Background: an optimization exercise with open tools, aiming at small area, a short achievable clock period and few clock cycles per item. Do not read the settings as production practice. Where RTL was checked, it was by simulation tests only, not by an equivalence proof against the original. The RTL of runs 2 and 5 to 7 was laid out without a check of its function.

## flow/config.mk

```make
export PLATFORM = sky130hd
export DESIGN_NAME = SQRT
export DESIGN_NICKNAME = SQRT
export VERILOG_FILES = /design/flow/design.v
export SDC_FILE = /design/flow/constraint.sdc
export NUM_CORES = 4
export LEC_CHECK = 0
export CAP_MARGIN = 20
export CORE_MARGIN = 2
export CORE_UTILIZATION = 40
export SLEW_MARGIN = 20
```

## flow/constraint.sdc

```tcl
create_clock -name core_clock -period 10.0 [get_ports {CLK}]
set_input_delay 2.0000 -clock core_clock [delete_from_list [all_inputs] [get_ports {CLK}]]
set_output_delay 2.0000 -clock core_clock [all_outputs]
set_load 0.01 [all_outputs]
```

## flow/design.v

```verilog
module SQRT(
	RST,
	CLK,
	IN_VALID,
	IN,
	OUT_VALID,
	OUT
);
input CLK;
input RST;
input [15:0] IN;
input IN_VALID;
output [11:0] OUT;
output OUT_VALID;
reg OUT_VALID;
reg [25:0]in_use;
reg [4:0] IN_count;
reg [13:0] ans;
reg [11:0] OUT;
reg [25:0] x;
reg [25:0] tmp;
reg [25:0] tmp2;
reg [25:0] tmp3;
reg [25:0] tmp4;
reg [25:0] tmp5;
reg [25:0] tmp6;
reg [25:0] tmp7;
reg [25:0] tmp8;
reg [25:0] tmp9;
reg [25:0] tmp10;
reg [25:0] tmp11;
reg [25:0] tmp12;
reg [25:0] w1, w2, w3, w4, w5, w6, w7, w8, w9, w10, w11, w12, w13;
reg [13:0] a13;
always @ (posedge CLK) begin
	if(~RST) begin
		if(IN_VALID)
			in_use <= IN << 10;
	end
end
always @ (posedge CLK) begin
	if(~RST) begin
		if(IN_count == 1) begin
			w1 = 13'b1_0000_0000_0000;
			if(in_use > (w1 * w1)) w1[11] = 1;
			else begin
				w1[12] = 0;
				w1[11] = 1;
			end
			x <= w1;
		end
	end
end
always @ (posedge CLK) begin
	if(~RST) begin
		if(IN_count == 2) begin
			w2 = x;
			if(in_use > (w2 * w2)) w2[10] = 1;
			else begin
				w2[11] = 0;
				w2[10] = 1;
			end
			tmp <= w2;
		end
	end	
end
always @ (posedge CLK) begin
	if(~RST) begin
		if(IN_count == 3) begin
			w3 = tmp;
			if(in_use > (w3 * w3)) w3[9] = 1;
			else begin
				w3[10] = 0;
				w3[9] = 1;
			end
			tmp2 <= w3;
		end
	end	
end
always @ (posedge CLK) begin
	if(~RST) begin
		if(IN_count == 4) begin
			w4 = tmp2;
			if(in_use > (w4 * w4)) w4[8] = 1;
			else begin
				w4[9] = 0;
				w4[8] = 1;
			end
			tmp3 <= w4;
		end
	end	
end
always @ (posedge CLK) begin
	if(~RST) begin
		if(IN_count == 5) begin
			w5 = tmp3;
			if(in_use > (w5 * w5)) w5[7] = 1;
			else begin
				w5[8] = 0;
				w5[7] = 1;
			end
			tmp4 <= w5;
		end
	end	
end
always @ (posedge CLK) begin
	if(~RST) begin
		if(IN_count == 6) begin
			w6 = tmp4;
			if(in_use > (w6 * w6)) w6[6] = 1;
			else begin
				w6[7] = 0;
				w6[6] = 1;
			end
			tmp5 <= w6;
		end
	end	
end
always @ (posedge CLK) begin
	if(~RST) begin
		if(IN_count == 7) begin
			w7 = tmp5;
			if(in_use > (w7 * w7)) w7[5] = 1;
			else begin
				w7[6] = 0;
				w7[5] = 1;
			end
			tmp6 <= w7;
		end
	end	
end
always @ (posedge CLK) begin
	if(~RST) begin
		if(IN_count == 8) begin
			w8 = tmp6;
			if(in_use > (w8 * w8)) w8[4] = 1;
			else begin
				w8[5] = 0;
				w8[4] = 1;
			end
			tmp7 <= w8;
		end
	end	
end
always @ (posedge CLK) begin
	if(~RST) begin
		if(IN_count == 9) begin
			w9 = tmp7;
			if(in_use > (w9 * w9)) w9[3] = 1;
			else begin
				w9[4] = 0;
				w9[3] = 1;
			end
			tmp8 <= w9;
		end
	end	
end
always @ (posedge CLK) begin
	if(~RST) begin
		if(IN_count == 10) begin
			w10 = tmp8;
			if(in_use > (w10 * w10)) w10[2] = 1;
			else begin
				w10[3] = 0;
				w10[2] = 1;
			end
			tmp9 <= w10;
		end
	end	
end
always @ (posedge CLK) begin
	if(~RST) begin
		if(IN_count == 11) begin
			w11 = tmp9;
			if(in_use > (w11 * w11)) w11[1] = 1;
			else begin
				w11[2] = 0;
				w11[1] = 1;
			end
			tmp10 <= w11;
		end
	end	
end
always @ (posedge CLK) begin
	if(~RST) begin
		if(IN_count == 12) begin
			w12 = tmp10;
			if(in_use > (w12 * w12)) w12[0] = 1;
			else begin
				w12[1] = 0;
				w12[0] = 1;
			end
			tmp11 <= w12;
		end
	end	
end
always @ (posedge CLK) begin
	if(~RST) begin
		if(IN_count == 13) begin
			w13 = tmp11;
			if(in_use > (w13 * w13)) w13[0] = 1;
			else begin
				w13[0] = 0;
			end
			tmp12 <= w13;
			a13 = w13;
			if(a13[0] == 1) a13 = a13 + 1;
			a13 = a13 >> 1;	
			ans <= a13;
		end
	end	
end
always @(posedge CLK) begin
	if(RST)
		OUT_VALID <= 1'b0;
	else if(IN_count == 14) begin
		OUT <= ans;
		OUT_VALID <= 1'b1;
	end	
	else begin
		OUT_VALID <= 1'b0;
	end
end
always @(posedge CLK) begin
   if(RST)
	IN_count <= 15;
   else if(IN_VALID)
	IN_count <= 1;
   else if(IN_count != 15)
	IN_count <= IN_count +1 ;
end
endmodule
```

## flow/run.sh

```bash
#!/bin/bash
# synth_recipe.tcl (not shown) runs the flow's synth.tcl, then flattens the netlist and writes it again
# the make line also repeats each setting of config.mk as NAME=value (left out here)
make -C /OpenROAD-flow-scripts/flow DESIGN_CONFIG=/design/flow/config.mk WORK_HOME=/design/flow/orfs CLKGATE_MAP_FILE= SYNTH_SCRIPT=/design/flow/synth_recipe.tcl finish
```

==> impl_metrics.toml, run 1 <==
[status]
outcome = "finished clean"

[synthesis]
async_flop_share = 0
ys_types = 69
syn_nets = 3588
synth_commonest_cells = "inv_1 (556), ha_1 (506), fa_1 (366)"
ys_seq_elements = 124
synth_warnings = 1
synth-seq-area-share = 0.139
synth_top_cell_area_share = 0.277
synth_area_leaders = "fa_1 (28%), ha_1 (24%), edfxtp_1 (13%)"
synth_ff_type = "edfxtp_1"
synth-edff-count = 118
synth_most_common_cell = "inv_1"
yosysTopAreaCell = "fa_1"
syn_area_mm2 = 0.0264
synthCells = 2697
avgSynthCellArea_um2 = 9.80

[cells_and_area]
num-nets-final = 3614
diodes = 0
drive_gt1_frac = 0.0351
multi_input_area_mm2 = 0.0205
fin_cells = 3600
final_cell_area_mm2 = 0.0284
syn_to_final_growth_pct = 7.48
regArea_mm2 = 0.00366
nFillCells = 6266

[setup_path]
cp.arrival_ps = 8980
reg2reg_depth = 33
crit_path_max_incr_delay_ps = 680
critPathLaunchType = "flop"
critPathTopFamily = "adder cells"
endpoint_kind = "flop"
crit_type = "reg -> reg"
reg2reg_from = "tmp11[3]"
worstPathRequired_ps = 10210
crit_slowest_cell = "edfxtp_1"
crit_buf_inv = 8
reg2reg_to = "ans[9]"
worstSetupStartpoint = "tmp11[3]"
reg2reg_slack_ps = 1230
cp_common_cell = "inv_1"
crit_fanout = 14

[sta]
finalWorstSetupSlack_ps = 1230
finalSetupTns_ps = 0
rsz0062_at_grt = "no"
final.min_clock_period_ps = 8770
max_slew.worst_pin.slew_ps = 832
whs_ps = 415
slew_headroom = 0.445
setup_viol = 0
finalHoldViolations = 0
finClkSkew_ps = 17.6
finalCritPeriodShare = 0.877
drv_slew = 0
max_clock_freq_mhz = 114

[clock_tree]
tritoncts = "built"
clock_latency_ps = 450
cts_made_buffers = 17
clock-sinks = 124
clock_path_buffers = 2
cts_resized = 0
clk_pin_slew_worst_paths_ps = 70
clockRootBuffer = "clkbuf_16"
cts_max_level = 4
cts_setup_buffers = 0
cts_hold_buf = 0

[worst_hold_path]
hold_depth = 0
min-delay-start = "ans[1]"
min_to = "OUT[1]"
hp-class = "reg -> reg"

[global_routing]
grt_max_degree = 17
grt_pass1_vias = 19959
met1_usage = 0.246
gr-total-overflow = 0
grt_use_met3 = 0.0160
top_usage_layer = "met2"
antenna_found_initial = 0
use_met2 = 0.320
gr-usage-all-layers = 0.184
grt_pass1_wl_um = 100000

[placed_design]
place_ws_ps = 1310
io_buffer_count = 31
dp.cells = 3568
placed_cell_area_mm2 = 0.0278
globalplace.congestion = 0.906
dp_hpwl_um = 47900

[floorplanning]
dieArea_mm2 = 0.0682
dieWidth_um = 261
die_y_um = 261
num_io_pins = 32
rows = 94
core_region_area_mm2 = 0.0656
initial_core_util = 0.403

[routing]
first_pass_iters = 5
drtIter0Drc = 788
wirelength_um = 58700
wl_per_cell_um = 16.3
drc = 0
vias_per_cell = 5.09
antenna_left = 0
vias = 18333

[flow_run]
max-cap-violations = 0
[area by class of cell]
| type | count | area share |
|---|---|---|
| clock buffer | 19 | 0.0156 |
| multi-input combinational | 1975 | 0.722 |
| clock inverter | 13 | 0.00674 |
| sequential | 124 | 0.129 |
| timing repair buffer | 44 | 0.0144 |
| inverter | 561 | 0.0741 |
| tap | 864 | 0.0381 |
[metrics by stage]
| stage | util |
|---|---|
| detailed placement | 0.423 |
| CTS | 0.433 |
| global placement | 0.423 |
| global route | 0.433 |
| floorplan | - |
| finish | 0.433 |
[cell families (layout without fill, tap and decap cells)]
family	after synthesis	after routing	synth area share
mux	11	11	0.00459
simple gates	585	585	0.113
other cells	1	1	0.000142
compound gates	326	326	0.0826
buf+inv	598	637	0.0852
xor+xnor	180	180	0.0596
fa+ha+maj	872	872	0.517
flops	124	124	0.139
[registers in the layout (all words and copies together), names as in the netlist, 6 cells and up]
| signal | cells |
|---|---|
| tmp10 | 11 |
| tmp5 | 6 |
| tmp11 | 12 |
| tmp8 | 9 |
| in_use | 16 |
| OUT | 12 |
| tmp7 | 8 |
| tmp9 | 10 |
| ans | 12 |
| tmp6 | 7 |
[per-layer routing]
metal | part of all wire | routed length [um] | vias to the layer above
li1 | - | - | 8786
met1 | 0.46 | 26800 | 9171
met2 | 0.49 | 28600 | 299
met3 | 0.033 | 1940 | 77
met4 | 0.023 | 1330 | 0
met5 | 0 | 0 | -
[layout by cell type (no fill, tap or decap), types with 7 or more instances in the layout]
cell type | synthesis | layout
o21bai_1 | 17 | 17
xor2_1 | 55 | 55
clkbuf_16 | 0 | 17
ha_1 | 506 | 506
buf_4 | 1 | 13
nand2b_1 | 10 | 10
and3_1 | 7 | 7
nor3_1 | 29 | 29
inv_1 | 556 | 556
nand2_1 | 141 | 141
o21ai_0 | 44 | 44
or2_2 | 26 | 26
nor2_1 | 135 | 135
and2_1 | 130 | 130
fa_1 | 366 | 366
nor2b_1 | 23 | 23
edfxtp_1 | 118 | 118
and4_1 | 8 | 8
nand3_1 | 17 | 17
a21oi_1 | 84 | 84
mux2_2 | 9 | 9
nand4_1 | 25 | 25
or3_1 | 17 | 17
clkdlybuf4s50_1 | 0 | 31
o211ai_1 | 8 | 8
o21a_1 | 50 | 50
a31oi_1 | 9 | 9
a21o_1 | 61 | 61
xnor2_1 | 125 | 125
[worst reg2reg max path: cells and delay by family (launching register included)]
kind                       cells  cell delay [ps]
adders and majority gates      8             3500
xor gates and xnor gates       2              240
AOI/OAI and AO/OA              9             2130
buffers and inverters          8              690
DFF                            1              680
and+or+nand+nor                6             1270
[how the worst max path moves through the flow]
stage               endpoint  cells after the start
floorplan             ans[9]                     34
global placement      ans[9]                     33
detailed placement    ans[9]                     33
CTS                   ans[9]                     33
global route         ans[11]                     33
finish                ans[9]                     33
Testbench counts, summed over its fixed seeds: cycles 48,008, items 3,200.
==> run 2, diff against run 1 <==
==> flow/design.v (replaced) <==
module SQRT(
	RST,
	CLK,
	IN_VALID,
	IN,
	OUT_VALID,
	OUT
);
input CLK;
input RST;
input [15:0] IN;
input IN_VALID;
output [11:0] OUT;
output OUT_VALID;
reg OUT_VALID;
reg [11:0] OUT;
wire [25:0] M = {IN - 16'd1, 10'h3ff};
reg [15:0] rem;
reg [15:0] trial;
reg [12:0] root;
integer i;
always @(*) begin
	rem = 16'd0;
	root = 13'd0;
	for (i = 12; i >= 0; i = i - 1) begin
		rem = {rem[13:0], M[2*i+1], M[2*i]};
		trial = {1'b0, root, 2'b01};
		if (rem >= trial) begin
			rem = rem - trial;
			root = {root[11:0], 1'b1};
		end else begin
			root = {root[11:0], 1'b0};
		end
	end
end
wire [12:0] rounded = root + {12'd0, root[0]};
always @(posedge CLK) begin
	if (RST)
		OUT_VALID <= 1'b0;
	else
		OUT_VALID <= IN_VALID;
	OUT <= rounded[12:1];
end
endmodule
==> impl_metrics.toml, run 2 <==
[status]
outcome = "failed layout checks"
violations = "negative setup slack"

[setup_path]
crit_slowest_cell = "or4_4"
cp_common_cell = "a21oi_2"
endpoint_kind = "flop"
cp.arrival_ps = 25710
crit_fanout = 16
worstPathRequired_ps = 10140
crit_type = "in -> reg"
crit_path_max_incr_delay_ps = 450
critPathLaunchType = "input port"

[floorplanning]
dieArea_mm2 = 0.0196
core_region_area_mm2 = 0.0180
die_y_um = 140
rows = 49
initial_core_util = 0.410
num_io_pins = 32
dieWidth_um = 140

[global_routing]
gr-total-overflow = 0
grt_pass1_vias = 10955
top_usage_layer = "met2"
grt_pass1_wl_um = 52600
antenna_found_initial = 1
use_met2 = 0.556
met1_usage = 0.416
grt_max_degree = 17
gr-usage-all-layers = 0.320
grt_use_met3 = 0.0335

[synthesis]
syn_area_mm2 = 0.00739
synth_commonest_cells = "ha_1 (97), nor2_1 (88), nand2_1 (86)"
synth_most_common_cell = "ha_1"
synth_warnings = 1
synth-edff-count = 0
ys_types = 116
synth_area_leaders = "ha_1 (16%), xnor2_1 (6.9%), a21oi_1 (5.4%)"
syn_nets = 1128
yosysTopAreaCell = "ha_1"
synth_top_cell_area_share = 0.164
synthCells = 1011
avgSynthCellArea_um2 = 7.31
synth_ff_type = "dfxtp_1"
async_flop_share = 0
synth-seq-area-share = 0.0352
ys_seq_elements = 13

[cells_and_area]
regArea_um2 = 260
syn_to_final_growth_pct = 91.8
largest_register_ffs = 12
layout_commonest_cell = "buf_4"
max_flop_register = "OUT"
multi_input_area_mm2 = 0.00798
most-common-layout-cells = "buf_4 (641), nor2_1 (74), nand2_1 (72), ha_1 (64)"
drive_gt1_frac = 0.548
nFillCells = 1009
reg_top3 = "OUT x12, OUT_VALID x1"
num-nets-final = 1802

[clock_tree]
clock-sinks = 13
cts_max_level = 1
clockRootBuffer = "clkbuf_16"
tritoncts = "built"
clk_pin_slew_worst_paths_ps = 50
cts_made_buffers = 3
clock_path_buffers = 2

[sta]
finalWorstSetupSlack_ps = -15570
finalSetupTns_ps = -184280
max_clock_freq_mhz = 39.1
final.min_clock_period_ps = 25570
setup_viol = 12
max_slew.worst_pin.slew_ps = 678
finalCritPeriodShare = 2.56
rsz0062_at_grt = "yes"
finalHoldViolations = 0
slew_headroom = 0.544
drv_slew = 0

[placed_design]
dp_hpwl_um = 22800
io_buffer_count = 31
globalplace.congestion = 0.960

[routing]
vias = 11883
drc = 0
drtIter0Drc = 1114
first_pass_iters = 6
vias_per_cell = 6.21
antenna_left = 0
wl_per_cell_um = 21.2
wirelength_um = 40600

[worst_hold_path]
min-delay-start = "RST"
hp-class = "in -> reg"
hold_depth = 2
min_to = "OUT_VALID"

[flow_run]
max-cap-violations = 0
run 2: routing by layer:
layer / vias to the layer above / share of wire
met5: - / 0
met3: 312 / 0.10
met1: 5535 / 0.37
met4: 0 / 0.070
met2: 890 / 0.46
li1: 5146 / -
run 2: logic make-up (layout without fill, tap and decap cells):
family          count (synthesis)  after routing  share of synthesized area
compound gates                340            340                      0.330
xor+xnor                       88             88                      0.112
fa+ha+maj                      98             98                      0.167
buf+inv                        76            749                     0.0413
flops                          13             13                     0.0352
mux                            23             23                     0.0335
other cells                     1              2                   0.000508
simple gates                  372            372                      0.281
run 2: critical path, delay by kind of cell:
| kind | cells | cell delay, ps |
|---|---|---|
| buffers and inverters | 15 | 1740 |
| multiplexers | 5 | 1150 |
| AND/OR/NAND/NOR | 50 | 7890 |
| AO/OA/AOI/OAI | 56 | 8900 |
| adder cells (fa/ha/maj) | 14 | 3340 |
| XOR/XNOR | 3 | 680 |
run 2: how the worst max path moves through the flow:
stage           from  endpoint  slack, ps  depth (start not counted)
2_1_floorplan  IN[1]    OUT[8]     -16120                        155
3_3_place_gp   IN[1]    OUT[4]     -14110                        145
3_5_place_dp   IN[1]    OUT[8]     -14960                        144
4_1_cts        IN[1]    OUT[8]     -13500                        150
5_1_grt        IN[6]    OUT[8]     -16400                        143
6_report       IN[6]   OUT[10]     -15570                        143
run 2: layout make-up:
type | count | share of cell area
antenna | 1 | 0.000177
clock buffer | 4 | 0.00556
inverter | 61 | 0.0215
multi-input combinational | 922 | 0.563
sequential | 13 | 0.0184
tap | 229 | 0.0202
timing repair buffer | 684 | 0.371
run 2: what timing repair did:
action,in CTS,in global routing
setup buffers,134,44
hold endpoints to repair,0,0
gates resized for setup,128,87
pin swaps,122,104
hold buffers,0,0
cloned,0,0
setup endpoints to repair,12,12
run 2: stage by stage:
| step | hold WS [ps] | util | cells | instance area [um^2] | setup WS, ps |
|---|---|---|---|---|---|
| global route | 2300 | 0.786 | 1913 | 14200 | -16400 |
| finish | 2300 | 0.786 | 1914 | 14200 | -15570 |
| CTS | 2310 | 0.743 | 1875 | 13400 | -13500 |
| floorplan | 2070 | - | 1011 | 7950 | -16120 |
| detailed placement | 2550 | 0.667 | 1738 | 12000 | -14960 |
| global placement | 2540 | 0.667 | 1738 | 12000 | -14110 |
==> run 3, diff against run 2 <==
==> flow/design.v (replaced) <==
module SQRT(
	RST,
	CLK,
	IN_VALID,
	IN,
	OUT_VALID,
	OUT
);
input CLK;
input RST;
input [15:0] IN;
input IN_VALID;
output [11:0] OUT;
output OUT_VALID;
reg OUT_VALID;
reg [3:0] k;        
reg [13:0] G;       
reg [2:0] L;        
reg [11:0] Y;       
reg flag;           
wire idle = (k == 4'd15);
wire first = (k == 4'd11);
wire last = (k == 4'd0);
reg [11:0] mask;
integer i;
always @(*) begin
	for (i = 0; i < 12; i = i + 1)
		mask[i] = (i < k);
end
wire [13:0] B = {1'b0, Y, 1'b0} | {2'b00, mask};
wire formP = |Y;                    
wire cin = formP | (|L);
wire [14:0] sum = {1'b0, G} + {1'b0, ~B} + {14'd0, cin};
wire acc = sum[14];
wire xbit = L[2] ^ ~(L[1] | L[0]);   
wire inbit = (formP | acc) ? xbit : L[2];
wire [13:0] rem = acc ? sum[13:0] : G;
wire flagc = (&G[12:1]) & (G[0] | (|L));
always @(posedge CLK) begin
	if (IN_VALID) begin
		G <= {1'b0, IN[15:3]};
		L <= IN[2:0];
	end else begin
		G <= {rem[12:0], inbit};
		L <= {L[1:0], 1'b0};
	end
end
always @(posedge CLK) begin
	if (first)
		flag <= flagc;
end
always @(posedge CLK) begin
	for (i = 0; i < 12; i = i + 1) begin
		if (IN_VALID)
			Y[i] <= 1'b0;
		else if (k == i)
			Y[i] <= acc & ~(last & flag);
		else if (last & flag)
			Y[i] <= 1'b0;
	end
end
assign OUT = Y;
always @(posedge CLK) begin
	if (RST)
		k <= 4'd15;
	else if (IN_VALID)
		k <= 4'd11;
	else if (!idle)
		k <= k - 4'd1;
end
always @(posedge CLK) begin
	if (RST)
		OUT_VALID <= 1'b0;
	else
		OUT_VALID <= last;
end
endmodule
--- a/flow/config.mk
+++ b/flow/config.mk
@@ -6,4 +6,5 @@
 export NUM_CORES = 4
 export LEC_CHECK = 0
+export ABC_AREA = 1
 export CAP_MARGIN = 20
 export CORE_MARGIN = 2
==> impl_metrics.toml, run 3 <==
[floorplanning]
dieWidth_um = 84.3
rows = 29
die_y_um = 84.3
initial_core_util = 0.410
dieArea_mm2 = 0.00710
core_region_area_mm2 = 0.00628
num_io_pins = 32

[clock_tree]
clock-sinks = 35
clk_pin_slew_worst_paths_ps = 70
cts_made_buffers = 5
clock_path_buffers = 2
cts_setup_buffers = 0
clockRootBuffer = "clkbuf_8"
cts_resized = 0
cts_max_level = 2
clock_latency_ps = 290
cts_hold_buf = 0
tritoncts = "built"

[setup_path]
reg2reg_depth = 13
endpoint_kind = "flop"
crit_type = "in -> reg"
worstPathRequired_ps = 10190
critPathLaunchType = "input port"
cp.arrival_ps = 4320
worstSetupStartpoint = "IN_VALID"
reg2reg_from = "k[0]"
crit_fanout = 19

[global_routing]
grt_pass1_wl_um = 11200
grt_pass1_vias = 2299
gr-total-overflow = 0
antenna_found_initial = 0
grt_max_degree = 30
gr-usage-all-layers = 0.198

[synthesis]
synth_ff_type = "dfxtp_1"
async_flop_share = 0
synth_top_cell_area_share = 0.264
syn_area_mm2 = 0.00258
synth_most_common_cell = "nand2_1"
synth-seq-area-share = 0.276
syn_nets = 450
synth_warnings = 1
ys_types = 31
ys_seq_elements = 35
synth_area_leaders = "dfxtp_1 (26%), nand2_1 (18%), inv_1 (12%)"
synthCells = 411
synth-edff-count = 1
avgSynthCellArea_um2 = 6.27
yosysTopAreaCell = "dfxtp_1"
synth_commonest_cells = "nand2_1 (123), inv_1 (79), nand3_1 (35)"

[sta]
finalCritPeriodShare = 0.413
rsz0062_at_grt = "no"
final.min_clock_period_ps = 4130
finClkSkew_ps = 7.57
finalHoldViolations = 0
drv_slew = 0
finalSetupTns_ps = 0
max_slew.worst_pin.slew_ps = 687
max_clock_freq_mhz = 242
slew_headroom = 0.540
setup_viol = 0

[flow_run]
max-cap-violations = 0

[cells_and_area]
layout_commonest_cell = "nand2_1"
num-nets-final = 477
syn_to_final_growth_pct = 16.0
reg_top3 = "G x14, Y x12, k x4"
max_flop_register = "G"
diodes = 0
final_cell_area_mm2 = 0.00299
regArea_um2 = 711
nFillCells = 669
fin_util = 0.476
fin_cells = 515
drive_gt1_frac = 0.0388
largest_register_ffs = 14
multi_input_area_mm2 = 0.00150
most-common-layout-cells = "nand2_1 (123), inv_1 (79), nand3_1 (35), dfxtp_1 (34), nor2_1 (32)"

[worst_hold_path]
min-delay-start = "L[0]"
hold_depth = 2
hp-class = "reg -> reg"

[routing]
wl_per_cell_um = 13.0
antenna_left = 0
drtIter0Drc = 160
drc = 0
vias_per_cell = 4.91
first_pass_iters = 5
vias = 2527
wirelength_um = 6690

[placed_design]
dp_hpwl_um = 5250
globalplace.congestion = 0.872
placed_cell_area_mm2 = 0.00291
dp.cells = 508
io_buffer_count = 31

[status]
outcome = "finished clean"
## run 3: final cells by class
class,instances,share of cell area
Timing Repair Buffer,31,0.104
Multi-Input combinational cell,285,0.500
Inverter,80,0.100
Clock buffer,7,0.0255
Tap cell,77,0.0322
Sequential cell,35,0.238
## run 3: worst paths after layout
check	slack (ps)	end
worst max-delay path	5870	Y[2]
worst max register to register	6530	G[13]
worst min-delay path	450	L[1]
worst min register to register	450	L[1]
## run 3: layer usage
layer  routed length [um]  global-route usage
met1                 3370               0.284
met3                  291              0.0344
met5                    0                   0
met2                 2930               0.303
met4                  100              0.0645
## run 3: cells by family after synthesis
kind of cell | share of synthesized area
simple gates | 0.372
flops | 0.276
compound gates | 0.0884
xor+xnor | 0.0170
buf+inv | 0.144
fa+ha+maj | 0.103
## run 3: stage by stage
stage               hold slack, ps  setup WS [ps]
finish                         448           5870
global route                   483           5560
CTS                            454           5830
detailed placement             440           5530
global placement               441           5630
floorplan                      420           7100
## run 3: critical path, cell delays in order
cell and delay (ps):
clkdlybuf4s50_1 910, clkinv_1 620, nand2_1 550, a21oi_1 80, o21ai_0 90, inv_1 50
Testbench counts of run 3, summed over its fixed seeds: cycles 41,608, items 3,200.
==> run 4, diff against run 3 <==
--- a/flow/config.mk
+++ b/flow/config.mk
@@ -6,5 +6,4 @@
 export NUM_CORES = 4
 export LEC_CHECK = 0
-export ABC_AREA = 1
 export CAP_MARGIN = 20
 export CORE_MARGIN = 2
==> impl_metrics.toml, run 4 <==
[setup_path]
endpoint_kind = "flop"
crit_buf_inv = 0
critPathLaunchType = "flop"
cp_common_cell = "fa_1"
crit_chain = "nor2_1, nand2_1, fa_1, fa_1, and2b_1, o2111ai_1, a211o_1, and2_4, a221o_1"
cp.arrival_ps = 4060
crit_fanout = 23
crit_slowest_cell = "nor2_1"
worstPathRequired_ps = 10180
critPathTopFamily = "simple AND/OR/NAND/NOR gates"
crit_path_max_incr_delay_ps = 660
crit_type = "reg -> reg"

[routing]
drtIter0Drc = 160
drc = 0
wl_per_cell_um = 16.6
vias = 2259
antenna_left = 0
wirelength_um = 6430
first_pass_iters = 4
vias_per_cell = 5.82

[global_routing]
grt_pass1_vias = 2115
antenna_found_initial = 0
grt_pass1_wl_um = 10500
gr-usage-all-layers = 0.204
gr-total-overflow = 0
grt_max_degree = 29

[synthesis]
synth_commonest_cells = "dfxtp_1 (34), a21oi_1 (25), nor2_1 (21)"
ys_types = 54
async_flop_share = 0
synth-seq-area-share = 0.292
synth_ff_type = "dfxtp_1"
synthCells = 292
synth_most_common_cell = "dfxtp_1"
synth_top_cell_area_share = 0.279
synth-edff-count = 1
synth_warnings = 1
syn_nets = 331
yosysTopAreaCell = "dfxtp_1"
ys_seq_elements = 35
avgSynthCellArea_um2 = 8.35
syn_area_mm2 = 0.00244
synth_area_leaders = "dfxtp_1 (28%), ha_1 (9.2%), a21oi_1 (5.1%)"

[clock_tree]
cts_made_buffers = 5
clock_path_buffers = 2
cts_hold_buf = 0
tritoncts = "built"
cts_max_level = 2
clockRootBuffer = "clkbuf_8"
clock-sinks = 35
cts_setup_buffers = 0
clock_latency_ps = 290
cts_resized = 0
clk_pin_slew_worst_paths_ps = 70

[placed_design]
placed_cell_area_mm2 = 0.00275
dp_hpwl_um = 4850
place_ws_ps = 5950
globalplace.congestion = 0.809
io_buffer_count = 31
dp.cells = 381

[flow_run]
max-cap-violations = 0

[sta]
finalHoldViolations = 0
rsz0062_at_grt = "no"
max_clock_freq_mhz = 258
finClkSkew_ps = 9.72
finalWorstSetupSlack_ps = 6120
slew_headroom = 0.408
setup_viol = 0
final.min_clock_period_ps = 3880
drv_slew = 0
finalCritPeriodShare = 0.388
finalSetupTns_ps = 0
whs_ps = 481
max_slew.worst_pin.slew_ps = 866

[cells_and_area]
fin_cells = 388
most-common-layout-cells = "dfxtp_1 (34), clkdlybuf4s50_1 (31), a21oi_1 (25), nor2_1 (21), nand2_1 (20)"
diodes = 0
nFillCells = 606
reg_top3 = "G x14, Y x12, k x4"
largest_register_ffs = 14
layout_commonest_cell = "dfxtp_1"
final_cell_area_mm2 = 0.00283
syn_to_final_growth_pct = 16.1
fin_util = 0.478
max_flop_register = "G"
drive_gt1_frac = 0.0575
num-nets-final = 352

[floorplanning]
dieWidth_um = 82.1
initial_core_util = 0.412
rows = 28
num_io_pins = 32
core_region_area_mm2 = 0.00592
dieArea_mm2 = 0.00673
die_y_um = 82.1

[status]
outcome = "finished clean"

[worst_hold_path]
hp-class = "reg -> reg"
[run 4: changes by cell type after synthesis, sizes merged, moves of 6 or more]
cell,before,now
nand2,126,20
nor2b,0,7
nor4,0,6
clkbuf,1,11
a311oi,0,13
o31ai,0,8
and2,0,10
inv,79,12
nor2,35,21
a41oi,0,7
nand3,40,7
[run 4: metal layers]
metal	up-vias	track usage	share of wire
met1	1046	0.290	0.50
met2	57	0.322	0.44
met4	0	0.0450	0.0082
met5	-	0	0
li1	1149	-	-
met3	7	0.0341	0.051
[run 4: worst reg2reg max path, cell delays in order (launching register included)]
cell and delay [ps]:
dfxtp_1 460, nor2_1 660, nand2_1 220, fa_1 480, fa_1 410, and2b_1 220, o2111ai_1 190, a211o_1 510
and2_4 320, a221o_1 310
[run 4: area by class of cell]
type                            count  area, um^2  share of cell area
Multi-Input combinational cell    225        1570               0.556
Sequential cell                    35         711               0.251
Timing Repair Buffer               33         325               0.115
Tap cell                           75        93.8              0.0332
Clock buffer                        7        76.3              0.0270
Inverter                           13        48.8              0.0172
[run 4: final timing paths]
check,startpoint,to,slack (ps),cells past startpoint
max,k[3],G[4],6120,9
max reg2reg,k[3],G[4],6120,9
min,L[1],L[2],480,1
min reg2reg,L[1],L[2],480,1
[run 4: kinds of logic after synthesis]
group / Yosys count / share of synthesized area
AND/OR/NAND/NOR: 98 / 0.207
buffers and inverters: 32 / 0.0626
flip-flops: 35 / 0.292
XOR/XNOR: 7 / 0.0252
multiplexers: 3 / 0.0133
AO/OA/AOI/OAI: 97 / 0.292
adder cells (fa/ha/maj): 20 / 0.109
==> run 5, diff against run 4 <==
--- a/flow/design.v
+++ b/flow/design.v
@@ -18,7 +18,5 @@
 reg [2:0] L;        
 reg [11:0] Y;       
-reg flag;           
 wire idle = (k == 4'd15);
-wire first = (k == 4'd11);
 wire last = (k == 4'd0);
 reg [11:0] mask;
@@ -36,9 +34,9 @@
 wire inbit = (formP | acc) ? xbit : L[2];
 wire [13:0] rem = acc ? sum[13:0] : G;
-wire flagc = (&G[12:1]) & (G[0] | (|L));
+wire big = (&IN[15:4]) & (|IN[3:0]);
 always @(posedge CLK) begin
 	if (IN_VALID) begin
-		G <= {1'b0, IN[15:3]};
-		L <= IN[2:0];
+		G <= big ? 14'd0 : {1'b0, IN[15:3]};
+		L <= big ? 3'd0 : IN[2:0];
 	end else begin
 		G <= {rem[12:0], inbit};
@@ -47,15 +45,9 @@
 end
 always @(posedge CLK) begin
-	if (first)
-		flag <= flagc;
-end
-always @(posedge CLK) begin
 	for (i = 0; i < 12; i = i + 1) begin
 		if (IN_VALID)
 			Y[i] <= 1'b0;
 		else if (k == i)
-			Y[i] <= acc & ~(last & flag);
-		else if (last & flag)
-			Y[i] <= 1'b0;
+			Y[i] <= acc;
 	end
 end
==> impl_metrics.toml, run 5 <==
[placed_design]
dp_hpwl_um = 4660
io_buffer_count = 31
globalplace.congestion = 0.871

[setup_path]
cp.arrival_ps = 4170
crit_type = "in -> reg"
worstPathRequired_ps = 10200
crit_path_max_incr_delay_ps = 720
reg2reg_from = "k[3]"
crit_fanout = 31
endpoint_kind = "flop"
crit_chain = "clkdlybuf4s50_1, buf_4, inv_1, nor2_1, and2_1, a41oi_1, o31ai_1"
worstSetupStartpoint = "IN_VALID"
critPathLaunchType = "input port"
crit_slowest_cell = "nor2_1"

[cells_and_area]
layout_commonest_cell = "dfxtp_1"
reg_top3 = "G x14, Y x12, k x4"
largest_register_ffs = 14
diodes = 0
fin_util = 0.496
syn_to_final_growth_pct = 19.0
max_flop_register = "G"
most-common-layout-cells = "dfxtp_1 (34), clkdlybuf4s50_1 (31), nor2_1 (23), nand2_1 (23), ha_1 (18)"
num-nets-final = 343
drive_gt1_frac = 0.0689

[routing]
antenna_left = 0
wl_per_cell_um = 16.5
drc = 0
vias = 2203
wirelength_um = 6220
drtIter0Drc = 146
first_pass_iters = 4
vias_per_cell = 5.84

[floorplanning]
dieArea_mm2 = 0.00640
core_region_area_mm2 = 0.00554
dieWidth_um = 80.0
rows = 27
die_y_um = 80.0
initial_core_util = 0.417
num_io_pins = 32

[clock_tree]
cts_hold_buf = 0
clockRootBuffer = "clkbuf_8"
cts_resized = 0
clock_path_buffers = 2
cts_made_buffers = 5
tritoncts = "built"
cts_max_level = 2
clk_pin_slew_worst_paths_ps = 70
clock-sinks = 34
clock_latency_ps = 280
cts_setup_buffers = 0

[global_routing]
antenna_found_initial = 0
gr-total-overflow = 0
grt_pass1_wl_um = 10400
grt_max_degree = 32
grt_pass1_vias = 2057
gr-usage-all-layers = 0.211

[flow_run]
max-cap-violations = 0

[synthesis]
syn_nets = 316
yosysTopAreaCell = "dfxtp_1"
avgSynthCellArea_um2 = 8.34
synth_warnings = 1
synth-edff-count = 0
ys_seq_elements = 34
synth_commonest_cells = "dfxtp_1 (34), nand2_1 (23), nor2_1 (23)"
ys_types = 53
synth_area_leaders = "dfxtp_1 (29%), ha_1 (9.7%), nand2_1 (3.7%)"
synth_top_cell_area_share = 0.295
async_flop_share = 0
synth_ff_type = "dfxtp_1"
synth_most_common_cell = "dfxtp_1"
synthCells = 277
syn_area_mm2 = 0.00231
synth-seq-area-share = 0.295

[worst_hold_path]
hp-class = "reg -> reg"
min-delay-start = "G[12]"

[sta]
slew_headroom = 0.437
drv_slew = 0
finalSetupTns_ps = 0
max_clock_freq_mhz = 252
setup_viol = 0
finClkSkew_ps = 2.72
final.min_clock_period_ps = 3970
max_slew.worst_pin.slew_ps = 842
finalCritPeriodShare = 0.397
rsz0062_at_grt = "no"
finalHoldViolations = 0

[status]
outcome = "finished clean"
[run 5: critical path, delay by kind of cell]
kind,cells,cell delay [ps]
buffers and inverters,3,1040
and+or+nand+nor,2,960
AOI/OAI and AO/OA,2,150
[run 5: area by class of cell]
class	instances	area, um^2
Clock inverter	1	5.00
Tap cell	72	90.1
Inverter	12	45.0
Timing Repair Buffer	32	318
Clock buffer	7	86.3
Sequential cell	34	681
Fill cell	564	2790
Multi-Input combinational cell	219	1530
[run 5: path summary, 6_finish.rpt]
kind         endpoint  slack (ps)  cells past startpoint
max              G[7]        6030                      7
min             G[13]         490                      2
max reg2reg      G[3]        6090                     10
min reg2reg     G[13]         490                      2
[run 5: metrics by stage]
step           instance area, um^2  worst slack, ps  hold WS [ps]  std cells
2_1_floorplan                 2310             6810           448        277
3_3_place_gp                  2660             5780           461        369
3_5_place_dp                  2660             5740           467        369
4_1_cts                       2750             6060           487        377
5_1_grt                       2750             5830           505        377
6_report                      2750             6030           487        377
[run 5: routing by layer]
| metal | wire length (um) | up-vias | track usage |
|---|---|---|---|
| li1 | - | 1101 | - |
| met1 | 2980 | 1042 | 0.309 |
| met2 | 2860 | 54 | 0.316 |
| met3 | 318 | 6 | 0.0362 |
| met4 | 69 | 0 | 0.0610 |
| met5 | 0 | - | 0 |
[run 5: logic make-up after synthesis]
logic type	after synthesis	share of synthesized area
AOI/OAI and AO/OA	90	0.288
and+or+nand+nor	99	0.219
muxes	1	0.00433
xor gates and xnor gates	9	0.0341
DFF	34	0.295
buffers and inverters	24	0.0455
adders and majority gates	20	0.115
==> run 6, diff against run 5 <==
--- a/flow/config.mk
+++ b/flow/config.mk
@@ -8,4 +8,5 @@
 export CAP_MARGIN = 20
 export CORE_MARGIN = 2
-export CORE_UTILIZATION = 40
+export CORE_UTILIZATION = 60
+export CTS_BUF_LIST = sky130_fd_sc_hd__clkbuf_4
 export SLEW_MARGIN = 20
==> impl_metrics.toml, run 6 <==
[global_routing]
grt_pass1_vias = 2086
grt_max_degree = 32
antenna_found_initial = 0
grt_pass1_wl_um = 10300
gr-total-overflow = 0
gr-usage-all-layers = 0.311

[sta]
finalSetupTns_ps = 0
final.min_clock_period_ps = 3950
max_slew.worst_pin.slew_ps = 853
slew_headroom = 0.429
drv_slew = 0
finalHoldViolations = 0
finalCritPeriodShare = 0.395
finClkSkew_ps = 4.25
rsz0062_at_grt = "no"
setup_viol = 0
max_clock_freq_mhz = 253

[synthesis]
async_flop_share = 0
ys_types = 53
synth_warnings = 1
synth_commonest_cells = "dfxtp_1 (34), nand2_1 (23), nor2_1 (23)"
synth_most_common_cell = "dfxtp_1"
avgSynthCellArea_um2 = 8.34
synth-edff-count = 0
yosysTopAreaCell = "dfxtp_1"
synth_top_cell_area_share = 0.295
ys_seq_elements = 34
synth-seq-area-share = 0.295
syn_area_mm2 = 0.00231
syn_nets = 316
synth_ff_type = "dfxtp_1"
synth_area_leaders = "dfxtp_1 (29%), ha_1 (9.7%), nand2_1 (3.7%)"
synthCells = 277

[floorplanning]
initial_core_util = 0.627
num_io_pins = 32
dieWidth_um = 66.1
rows = 22
die_y_um = 66.1
core_region_area_mm2 = 0.00369
dieArea_mm2 = 0.00436

[cells_and_area]
largest_register_ffs = 14
most-common-layout-cells = "dfxtp_1 (34), clkdlybuf4s50_1 (31), nor2_1 (23), nand2_1 (23), ha_1 (18)"
fin_util = 0.726
drive_gt1_frac = 0.0691
nFillCells = 322
reg_top3 = "G x14, Y x12, k x4"
multi_input_area_mm2 = 0.00153
max_flop_register = "G"
num-nets-final = 343
regArea_um2 = 681
diodes = 0
syn_to_final_growth_pct = 15.8
layout_commonest_cell = "dfxtp_1"

[worst_hold_path]
min_to = "L[1]"
min-delay-start = "L[0]"
hold_depth = 1
hp-class = "reg -> reg"

[setup_path]
critPathTopFamily = "buffers and inverters"
crit_fanout = 31
reg2reg_to = "G[4]"
crit_path_max_incr_delay_ps = 730
critPathLaunchType = "input port"
crit_type = "in -> reg"
reg2reg_slack_ps = 6130
endpoint_kind = "flop"
crit_chain = "clkdlybuf4s50_1, buf_4, inv_1, nor2_1, and2_1, a41oi_1, o31ai_1"
reg2reg_from = "k[3]"
cp.arrival_ps = 4200
crit_slowest_cell = "nor2_1"
worstPathRequired_ps = 10250
crit_buf_inv = 3
reg2reg_depth = 10

[routing]
vias = 2290
wl_per_cell_um = 17.8
drc = 0
first_pass_iters = 5
drtIter0Drc = 223
vias_per_cell = 6.51
wirelength_um = 6270
antenna_left = 0

[clock_tree]
clockRootBuffer = "clkbuf_4"
cts_resized = 0
cts_max_level = 2
tritoncts = "built"
clock_latency_ps = 340
cts_setup_buffers = 0
cts_made_buffers = 5
clock-sinks = 34
clk_pin_slew_worst_paths_ps = 110
clock_path_buffers = 2
cts_hold_buf = 0

[status]
outcome = "finished clean"

[placed_design]
io_buffer_count = 31
globalplace.congestion = 0.851
dp_hpwl_um = 4610

[flow_run]
max-cap-violations = 0
==> run 6: cell families after synthesis <==
group                      Yosys count  share of synthesized area
buffers and inverters               24                     0.0455
DFF                                 34                      0.295
and+or+nand+nor                     99                      0.219
AOI/OAI and AO/OA                   90                      0.288
adders and majority gates           20                      0.115
xor gates and xnor gates             9                     0.0341
muxes                                1                    0.00433
==> run 6: area by class of cell <==
| class | count | area share |
|---|---|---|
| timing repair buffer | 32 | 0.119 |
| inverter | 12 | 0.0168 |
| clock buffer | 5 | 0.0140 |
| multi-input combinational | 219 | 0.570 |
| tap | 48 | 0.0224 |
| clock inverter | 2 | 0.00374 |
| sequential | 34 | 0.254 |
==> run 6: metrics by stage <==
stage                     setup slack (ps)  instances  area, um^2  hold slack (ps)
after floorplan                       6810        277        2310              448
after global routing                  5890        352        2680              530
after CTS                             6120        352        2680              488
after global placement                5800        345        2630              459
final                                 6050        352        2680              492
after detailed placement              5750        345        2630              480
==> run 6: metal layers <==
layer	track usage	up-vias	part of all wire	wire length, um
li1	-	1104	-	-
met1	0.456	1076	0.49	3060
met2	0.472	100	0.43	2690
met3	0.0664	10	0.070	442
met4	0.0612	0	0.012	76
met5	0	-	0	0
==> run 6: worst max path at each step <==
stage	slack [ps]	from	to	cells after the start
final	6050	IN_VALID	G[7]	7
after detailed placement	5750	IN_VALID	G[7]	7
after global routing	5890	k[3]	G[4]	10
after floorplan	6810	k[0]	G[4]	12
after global placement	5800	IN_VALID	G[10]	7
after CTS	6120	IN_VALID	G[7]	7
==> run 7, diff against run 6 <==
--- a/flow/design.v
+++ b/flow/design.v
@@ -36,5 +36,5 @@
 wire big = (&IN[15:4]) & (|IN[3:0]);
 always @(posedge CLK) begin
-	if (IN_VALID) begin
+	if (idle) begin
 		G <= big ? 14'd0 : {1'b0, IN[15:3]};
 		L <= big ? 3'd0 : IN[2:0];
@@ -46,5 +46,5 @@
 always @(posedge CLK) begin
 	for (i = 0; i < 12; i = i + 1) begin
-		if (IN_VALID)
+		if (idle)
 			Y[i] <= 1'b0;
 		else if (k == i)
--- a/flow/config.mk
+++ b/flow/config.mk
@@ -9,4 +9,3 @@
 export CORE_MARGIN = 2
 export CORE_UTILIZATION = 60
-export CTS_BUF_LIST = sky130_fd_sc_hd__clkbuf_4
 export SLEW_MARGIN = 20
==> impl_metrics.toml, run 7 <==
[synthesis]
syn_area_mm2 = 0.00220
synth_ff_type = "dfxtp_1"
synth_compound_area_frac = 0.250
synth_top_cell_area_share = 0.309
ys_seq_elements = 34
synth_fa_ha_area_frac = 0.120
yosysTopAreaCell = "dfxtp_1"
synthSimpleGateAreaFrac = 0.193
synth_area_leaders = "dfxtp_1 (31%), ha_1 (10%), a21oi_1 (4.5%)"
syn_nets = 304
synth-edff-count = 0
synth_top_family_by_area = "compound AO/OA/AOI/OAI gates"
synth_most_common_cell = "dfxtp_1"
avgSynthCellArea_um2 = 8.32
synthMuxAreaShare = 0.0318
synth_warnings = 1
async_flop_share = 0
ys_types = 52
synth_commonest_cells = "dfxtp_1 (34), nand2_1 (26), nor2_1 (22)"
yosys.area_share.xor_xnor = 0.0437
synth-seq-area-share = 0.309
synthCells = 265

[sta]
finalCritPeriodShare = 0.374
finalSetupTns_ps = 0
finalHoldViolations = 0
setup_viol = 0
finalWorstSetupSlack_ps = 6260
slew_headroom = 0.355
rsz0062_at_grt = "no"
whs_ps = 482
finClkSkew_ps = 8.69
max_slew.worst_pin.slew_ps = 963
final.min_clock_period_ps = 3740
max_clock_freq_mhz = 267
drv_slew = 0

[floorplanning]
dieArea_mm2 = 0.00418
dieWidth_um = 64.6
die_y_um = 64.6
num_io_pins = 32
initial_core_util = 0.611
rows = 22
core_region_area_mm2 = 0.00361

[clock_tree]
cts_setup_buffers = 0
clock_latency_ps = 300
clockRootBuffer = "clkbuf_8"
cts_made_buffers = 5
clk_pin_slew_worst_paths_ps = 70
cts_max_level = 2
cts_hold_buf = 0
clock_path_buffers = 2
tritoncts = "built"
clock-sinks = 34
cts_resized = 0

[global_routing]
gr-usage-all-layers = 0.289
gr-total-overflow = 0
antenna_found_initial = 0
grt_pass1_vias = 1940
grt_pass1_wl_um = 9110
grt_max_degree = 20

[setup_path]
endpoint_kind = "flop"
cp.arrival_ps = 3920
critPathLaunchType = "flop"
crit_fanout = 19
worstPathRequired_ps = 10180
crit_type = "reg -> reg"

[cells_and_area]
syn_to_final_growth_pct = 17.7
final_cell_area_mm2 = 0.00259
reg_top3 = "G x14, Y x12, k x4"
max_flop_register = "G"
most-common-layout-cells = "dfxtp_1 (34), clkdlybuf4s50_1 (31), nand2_1 (26), nor2_1 (21), a21oi_1 (20)"
layout_commonest_cell = "dfxtp_1"
num-nets-final = 329
diodes = 0
nFillCells = 309
drive_gt1_frac = 0.0619
largest_register_ffs = 14

[worst_hold_path]
hp-class = "reg -> reg"

[routing]
antenna_left = 0
wirelength_um = 5490
met1Wirelength_um = 2480
wl_met3_um = 351
drc = 0
vias = 2060
vias_per_cell = 6.08
drtIter0Drc = 175
wl_met2_um = 2590
first_pass_iters = 4
dr.max_layer_used = "met4"
wl_per_cell_um = 16.2

[placed_design]
dp_hpwl_um = 4200
io_buffer_count = 31
placed_cell_area_mm2 = 0.00250
place_ws_ps = 6110
globalplace.congestion = 0.918

[status]
outcome = "finished clean"

[flow_run]
max-cap-violations = 0
==> run 7: layer usage <==
layer / up-vias / GRT usage
li1: 1015 / -
met1: 964 / 0.378
met2: 74 / 0.474
met3: 7 / 0.0712
met4: 0 / 0.0798
met5: - / 0
==> run 7: final cells by class <==
type                    instances  area, um^2  area share
clock buffers                   7        86.3      0.0333
clock inverters                 1        5.00     0.00193
inverters                      11        41.3      0.0159
multi-input cells             207        1410       0.544
flip-flops and latches         34         681       0.262
well taps                      48        60.1      0.0231
repair buffers                 31         310       0.120
==> run 7: worst max-delay path, cell delays in order, from the launching register on <==
cell and delay, ps:
dfxtp_1 490, nor2_1 410, nand2_1 190, fa_1 450, fa_1 430, nor2b_1 170
o211ai_1 170, a211oi_2 320, or2_1 590, a21oi_1 190, a22o_1 210
==> run 7: final timing paths <==
check | startpoint | endpoint | slack [ps] | cells after the start
min reg2reg | L[0] | L[1] | 480 | 1
max | k[3] | G[1] | 6260 | 10
min | L[0] | L[1] | 480 | 1
max reg2reg | k[3] | G[1] | 6260 | 10
==> run 7: through the flow <==
stage | util | cells
floorplan | - | 265
global placement | 0.694 | 331
detailed placement | 0.694 | 331
CTS | 0.719 | 339
global route | 0.720 | 339
finish | 0.720 | 339
==> run 7: kinds of logic after synthesis <==
| logic type | Yosys count |
|---|---|
| xor+xnor | 11 |
| mux | 7 |
| buf+inv | 24 |
| flops | 34 |
| simple gates | 89 |
| compound gates | 80 |
| fa+ha+maj | 20 |
==> run 8, diff against run 7 <==
--- a/flow/design.v
+++ b/flow/design.v
@@ -17,17 +17,10 @@
 reg [13:0] G;       
 reg [2:0] L;        
-reg [11:0] Y;       
+reg [12:0] B;       
+reg formP;          
 wire idle = (k == 4'd15);
 wire last = (k == 4'd0);
-reg [11:0] mask;
-integer i;
-always @(*) begin
-	for (i = 0; i < 12; i = i + 1)
-		mask[i] = (i < k);
-end
-wire [13:0] B = {1'b0, Y, 1'b0} | {2'b00, mask};
-wire formP = |Y;                    
 wire cin = formP | (|L);
-wire [14:0] sum = {1'b0, G} + {1'b0, ~B} + {14'd0, cin};
+wire [14:0] sum = {1'b0, G} + {2'b01, ~B} + {14'd0, cin};
 wire acc = sum[14];
 wire xbit = L[2] ^ ~(L[1] | L[0]);   
@@ -39,18 +32,23 @@
 		G <= big ? 14'd0 : {1'b0, IN[15:3]};
 		L <= big ? 3'd0 : IN[2:0];
+		formP <= 1'b0;
 	end else begin
+		formP <= formP | acc;
 		G <= {rem[12:0], inbit};
 		L <= {L[1:0], 1'b0};
 	end
 end
+integer i;
 always @(posedge CLK) begin
-	for (i = 0; i < 12; i = i + 1) begin
+	for (i = 0; i < 13; i = i + 1) begin
 		if (idle)
-			Y[i] <= 1'b0;
-		else if (k == i)
-			Y[i] <= acc;
+			B[i] <= (i < 11);
+		else if (k == i - 1)
+			B[i] <= acc;
+		else if (k == i + 1)
+			B[i] <= 1'b0;
 	end
 end
-assign OUT = Y;
+assign OUT = B[12:1];
 always @(posedge CLK) begin
 	if (RST)
==> impl_metrics.toml, run 8 <==
[setup_path]
worstPathRequired_ps = 10200
crit_fanout = 16
crit_slowest_cell = "nor2_1"
endpoint_kind = "flop"
crit_buf_inv = 1
crit_type = "in -> reg"
cp.arrival_ps = 3780
critPathLaunchType = "input port"
reg2reg_slack_ps = 6850
critPathTopFamily = "simple AND/OR/NAND/NOR gates"
crit_chain = "clkdlybuf4s50_1, nor4_1, nor4_1, nor2_1, nand2_1, o221ai_1"
crit_path_max_incr_delay_ps = 740
cp_common_cell = "nor4_1"

[clock_tree]
cts_max_level = 2
clock_path_buffers = 2
clk_pin_slew_worst_paths_ps = 70
tritoncts = "built"
clock_latency_ps = 290
clock-sinks = 36
cts_hold_buf = 0
cts_setup_buffers = 0
cts_resized = 0
clockRootBuffer = "clkbuf_8"
cts_made_buffers = 5

[routing]
drtIter0Drc = 140
drc = 0
vias = 1925
wirelength_um = 4960
vias_per_cell = 5.71
antenna_left = 0
wl_per_cell_um = 14.7
first_pass_iters = 4

[floorplanning]
num_io_pins = 32
dieWidth_um = 65.0
rows = 22
initial_core_util = 0.615
dieArea_mm2 = 0.00423
die_y_um = 65.0
core_region_area_mm2 = 0.00363

[synthesis]
synth_top_cell_area_share = 0.323
synth_area_leaders = "dfxtp_1 (32%), ha_1 (9.5%), o21ai_0 (5.8%)"
avgSynthCellArea_um2 = 8.28
synth-edff-count = 0
synth_most_common_cell = "dfxtp_1"
synthCells = 270
synth_ff_type = "dfxtp_1"
synth_commonest_cells = "dfxtp_1 (36), nand2_1 (32), o21ai_0 (26)"
yosysTopAreaCell = "dfxtp_1"
synth-seq-area-share = 0.323
syn_nets = 308
ys_types = 46
ys_seq_elements = 36
async_flop_share = 0
syn_area_mm2 = 0.00223
synth_warnings = 1

[cells_and_area]
num-nets-final = 326
most-common-layout-cells = "dfxtp_1 (36), nand2_1 (32), clkdlybuf4s50_1 (31), o21ai_0 (26), inv_1 (23)"
max_flop_register = "G"
reg_top3 = "G x14, B x13, k x4"
drive_gt1_frac = 0.0519
largest_register_ffs = 14
layout_commonest_cell = "dfxtp_1"
diodes = 0
syn_to_final_growth_pct = 14.9
fin_util = 0.707

[global_routing]
antenna_found_initial = 0
gr-usage-all-layers = 0.257
gr-total-overflow = 0
grt_max_degree = 20
grt_pass1_wl_um = 8420
grt_pass1_vias = 1791

[worst_hold_path]
hp-class = "reg -> reg"

[sta]
drv_slew = 0
finalCritPeriodShare = 0.358
finClkSkew_ps = 5.62
max_slew.worst_pin.slew_ps = 979
slew_headroom = 0.345
setup_viol = 0
rsz0062_at_grt = "no"
final.min_clock_period_ps = 3580
finalHoldViolations = 0
finalSetupTns_ps = 0
max_clock_freq_mhz = 280

[status]
outcome = "finished clean"

[placed_design]
dp_hpwl_um = 3760
globalplace.congestion = 0.886
io_buffer_count = 31

[flow_run]
max-cap-violations = 0
==> run 8: cell count changes in the layout (fill, tap and decap cells not counted), sizes merged, moves of 4 or more <==
cell    change
o21ai      +13
inv        +12
a21oi      -10
a311oi      -8
nor2        -8
nand2       +6
a32oi       -4
nor4        -4
o211ai      +4
o221ai      +4
o22ai       +4
xnor2       +4
==> run 8: final timing paths <==
kind | startpoint | endpoint | cells after the start
max | IN[0] | G[12] | 6
min reg2reg | L[0] | L[1] | 1
min | L[0] | L[1] | 1
max reg2reg | L[1] | B[1] | 12
==> run 8: cell families (layout without fill, tap and decap cells) <==
| group | Yosys count | in the layout | synth area share |
|---|---|---|---|
| compound gates | 75 | 75 | 0.218 |
| xor+xnor | 12 | 12 | 0.0470 |
| fa+ha+maj | 19 | 19 | 0.113 |
| buf+inv | 43 | 62 | 0.0963 |
| flops | 36 | 36 | 0.323 |
| mux | 10 | 10 | 0.0448 |
| simple gates | 75 | 75 | 0.158 |
==> run 8: area by class of cell <==
class | count | area [um^2]
fill | 330 | 1060
sequential | 36 | 721
tap | 48 | 60.1
inverter | 23 | 86.3
timing repair buffer | 31 | 310
clock inverter | 2 | 10.0
clock buffer | 6 | 82.6
multi-input combinational | 191 | 1300
==> run 8: metrics by stage <==
step	cells	hold WS (ps)	area (um^2)	setup slack, ps
2_1_floorplan	270	450	2230	6990
6_report	337	483	2570	6420
3_3_place_gp	329	473	2480	6170
4_1_cts	337	485	2570	6450
3_5_place_dp	329	468	2480	6140
5_1_grt	337	517	2570	6280
==> run 8: layer usage <==
metal	vias up	global-route usage	part of all wire
met1	900	0.355	0.49
met3	7	0.0417	0.038
li1	977	-	-
met2	41	0.407	0.46
met5	-	0	0
met4	0	0.0885	0.011
Testbench counts of run 8, summed over its fixed seeds: cycles 41,608, items 3,200.
==> run 9, diff against run 8 <==
==> flow/flow/run.sh (new file) <==
#!/bin/bash
# Standard layout, with the smallest buffer on each input and output port.
set -euo pipefail
export BUFFER_PORTS_ARGS="-buffer_cell sky130_fd_sc_hd__buf_1"
bash standard.sh > standard_make.log 2>&1
==> flow/standard.sh (new file) <==
#!/bin/bash
# synth_recipe.tcl (not shown) runs the flow's synth.tcl, then flattens the netlist and writes it again
# the make line also repeats each setting of config.mk as NAME=value (left out here)
make -C /OpenROAD-flow-scripts/flow DESIGN_CONFIG=/design/flow/config.mk WORK_HOME=/design/flow/orfs CLKGATE_MAP_FILE= SYNTH_SCRIPT=/design/flow/synth_recipe.tcl "${@:-finish}"
removed: flow/run.sh
==> impl_metrics.toml, run 9 <==
[clock_tree]
clock_path_buffers = 2
cts_resized = 0
clock_latency_ps = 290
cts_hold_buf = 0
cts_made_buffers = 5
tritoncts = "built"
cts_setup_buffers = 0
clockRootBuffer = "clkbuf_8"
clk_pin_slew_worst_paths_ps = 70
cts_max_level = 2
clock-sinks = 36

[synthesis]
syn_nets = 308
synth_top_cell_area_share = 0.323
synth_ff_type = "dfxtp_1"
synth_most_common_cell = "dfxtp_1"
avgSynthCellArea_um2 = 8.28
synthCells = 270
ys_types = 46
synth-seq-area-share = 0.323
syn_area_mm2 = 0.00223
yosysTopAreaCell = "dfxtp_1"
synth_warnings = 1
async_flop_share = 0
ys_seq_elements = 36
synth_area_leaders = "dfxtp_1 (32%), ha_1 (9.5%), o21ai_0 (5.8%)"
synth-edff-count = 0
synth_commonest_cells = "dfxtp_1 (36), nand2_1 (32), o21ai_0 (26)"

[flow_run]
max-cap-violations = 0

[sta]
setup_viol = 0
final.min_clock_period_ps = 3160
finalCritPeriodShare = 0.316
max_clock_freq_mhz = 316
finalHoldViolations = 0
finClkSkew_ps = 4.54
slew_headroom = 0.373
rsz0062_at_grt = "no"
drv_slew = 0
finalSetupTns_ps = 0
max_slew.worst_pin.slew_ps = 937

[setup_path]
cp_common_cell = "nor4_1"
crit_type = "in -> reg"
crit_path_max_incr_delay_ps = 710
worstPathRequired_ps = 10210
endpoint_kind = "flop"
critPathLaunchType = "input port"
crit_fanout = 16
crit_chain = "buf_1, nor4_1, nor4_1, nor2_1, nand2_1, o221ai_1"
cp.arrival_ps = 3370
crit_slowest_cell = "nor2_1"

[floorplanning]
num_io_pins = 32
rows = 22
dieArea_mm2 = 0.00423
dieWidth_um = 65.0
initial_core_util = 0.615
core_region_area_mm2 = 0.00363
die_y_um = 65.0

[cells_and_area]
reg_top3 = "G x14, B x13, k x4"
most-common-layout-cells = "dfxtp_1 (36), nand2_1 (32), buf_1 (31), o21ai_0 (26), inv_1 (23)"
drive_gt1_frac = 0.0451
diodes = 0
max_flop_register = "G"
num-nets-final = 326
largest_register_ffs = 14
syn_to_final_growth_pct = 5.60
final_cell_area_mm2 = 0.00236
fin_util = 0.649
layout_commonest_cell = "dfxtp_1"

[routing]
drtIter0Drc = 95
vias = 1863
drc = 0
antenna_left = 0
wl_per_cell_um = 14.4
vias_per_cell = 5.54
first_pass_iters = 4
wirelength_um = 4830

[global_routing]
grt_pass1_vias = 1833
antenna_found_initial = 0
grt_pass1_wl_um = 8270
grt_max_degree = 20
gr-total-overflow = 0
gr-usage-all-layers = 0.256

[worst_hold_path]
hp-class = "reg -> reg"

[placed_design]
globalplace.congestion = 0.824
io_buffer_count = 31
placed_cell_area_mm2 = 0.00228
dp_hpwl_um = 3740

[status]
outcome = "finished clean"
run 9: changes by cell type in the layout (fill, tap and decap cells not counted):
cell             before  now
buf_1                 0   31
clkdlybuf4s50_1      31    0
clkbuf_1              0    1
clkbuf_8              6    5
clkinv_2              2    1
run 9: final timing paths:
kind,start,end,slack (ps),depth (start not counted)
max,IN[0],G[12],6840,6
min,L[1],L[2],490,1
max reg2reg,L[1],G[2],6870,12
min reg2reg,L[1],L[2],490,1
run 9: cell type report:
type | instances | area, um^2
inverters | 23 | 86.3
fillers | 343 | 1270
clock buffers | 6 | 72.6
clock inverters | 1 | 5.00
well taps | 48 | 60.1
multi-input cells | 191 | 1300
repair buffers | 31 | 116
flip-flops and latches | 36 | 721
run 9: cells by family (layout without fill, tap and decap cells):
group | after synthesis | in the layout | synth area share
AOI/OAI and AO/OA | 75 | 75 | 0.218
xor gates and xnor gates | 12 | 12 | 0.0470
adders and majority gates | 19 | 19 | 0.113
buffers and inverters | 43 | 61 | 0.0963
DFF | 36 | 36 | 0.323
muxes | 10 | 10 | 0.0448
and+or+nand+nor | 75 | 75 | 0.158
run 9: critical path: cells and delay by family:
family	cells	cell delay (ps)
and+or+nand+nor	4	1200
buffers and inverters	1	80
AOI/OAI and AO/OA	1	100
run 9: routing by layer:
metal,track usage,wire [um]
met1,0.344,2440
met2,0.405,2160
met3,0.0590,188
met4,0.0885,36
met5,0,0
run 9: per-stage QoR:
stage | hold WS, ps | setup slack, ps | instances
final | 486 | 6840 | 336
after global routing | 517 | 6580 | 336
after CTS | 485 | 6850 | 336
after detailed placement | 468 | 6530 | 329
after global placement | 474 | 6520 | 329
after floorplan | 450 | 6990 | 270

[what the ideal ports hide]
No port has a modelled driver above. Below, the same layouts with a new extraction and two added sets of constraints. Step 1: set_driving_cell puts a clkbuf_16 on CLK and a buf_2 on each other input, an assumption about the parent block. Step 2 times the ports against the registers' clock, not the clock port: input delays grow and output delays shrink by t, the midpoint of the rising clock arrivals with the driver on. a / b / c = ideal / step 1 / step 2; a / b = the first two.
run | t, ns | setup WS [ns] | hold slack, ns | slew at the worst register clock pin (ns) | cell pins on the clock port's net
run 1 | 0.501 | 1.231 / 1.231 / 1.231 | 0.415 / 0.415 / 0.415 | 0.07 / 0.07 | 1
run 2 | 0.274 | -15.570 / -15.566 / -15.840 | 2.297 / 2.296 / 2.570 | 0.05 / 0.05 | 1
run 3 | 0.318 | 5.870 / 5.876 / 5.558 | 0.448 / 0.448 / 0.448 | 0.07 / 0.07 | 1
run 4 | 0.308 | 6.118 / 6.118 / 5.950 | 0.481 / 0.481 / 0.481 | 0.07 / 0.07 | 1
run 5 | 0.311 | 6.032 / 6.037 / 5.725 | 0.487 / 0.487 / 0.487 | 0.07 / 0.07 | 1
run 6 | 0.364 | 6.052 / 6.053 / 5.689 | 0.492 / 0.492 / 0.492 | 0.11 / 0.11 | 1
run 7 | 0.319 | 6.259 / 6.259 / 6.132 | 0.482 / 0.482 / 0.482 | 0.07 / 0.07 | 1
run 8 | 0.314 | 6.422 / 6.427 / 6.113 | 0.483 / 0.483 / 0.483 | 0.07 / 0.07 | 1
run 9 | 0.312 | 6.840 / 6.846 / 6.534 | 0.486 / 0.486 / 0.486 | 0.07 / 0.07 | 1
For run 6, which loses most, drivers alone change the setup slack by +0.001 ns; drivers and shift together by -0.363 ns.
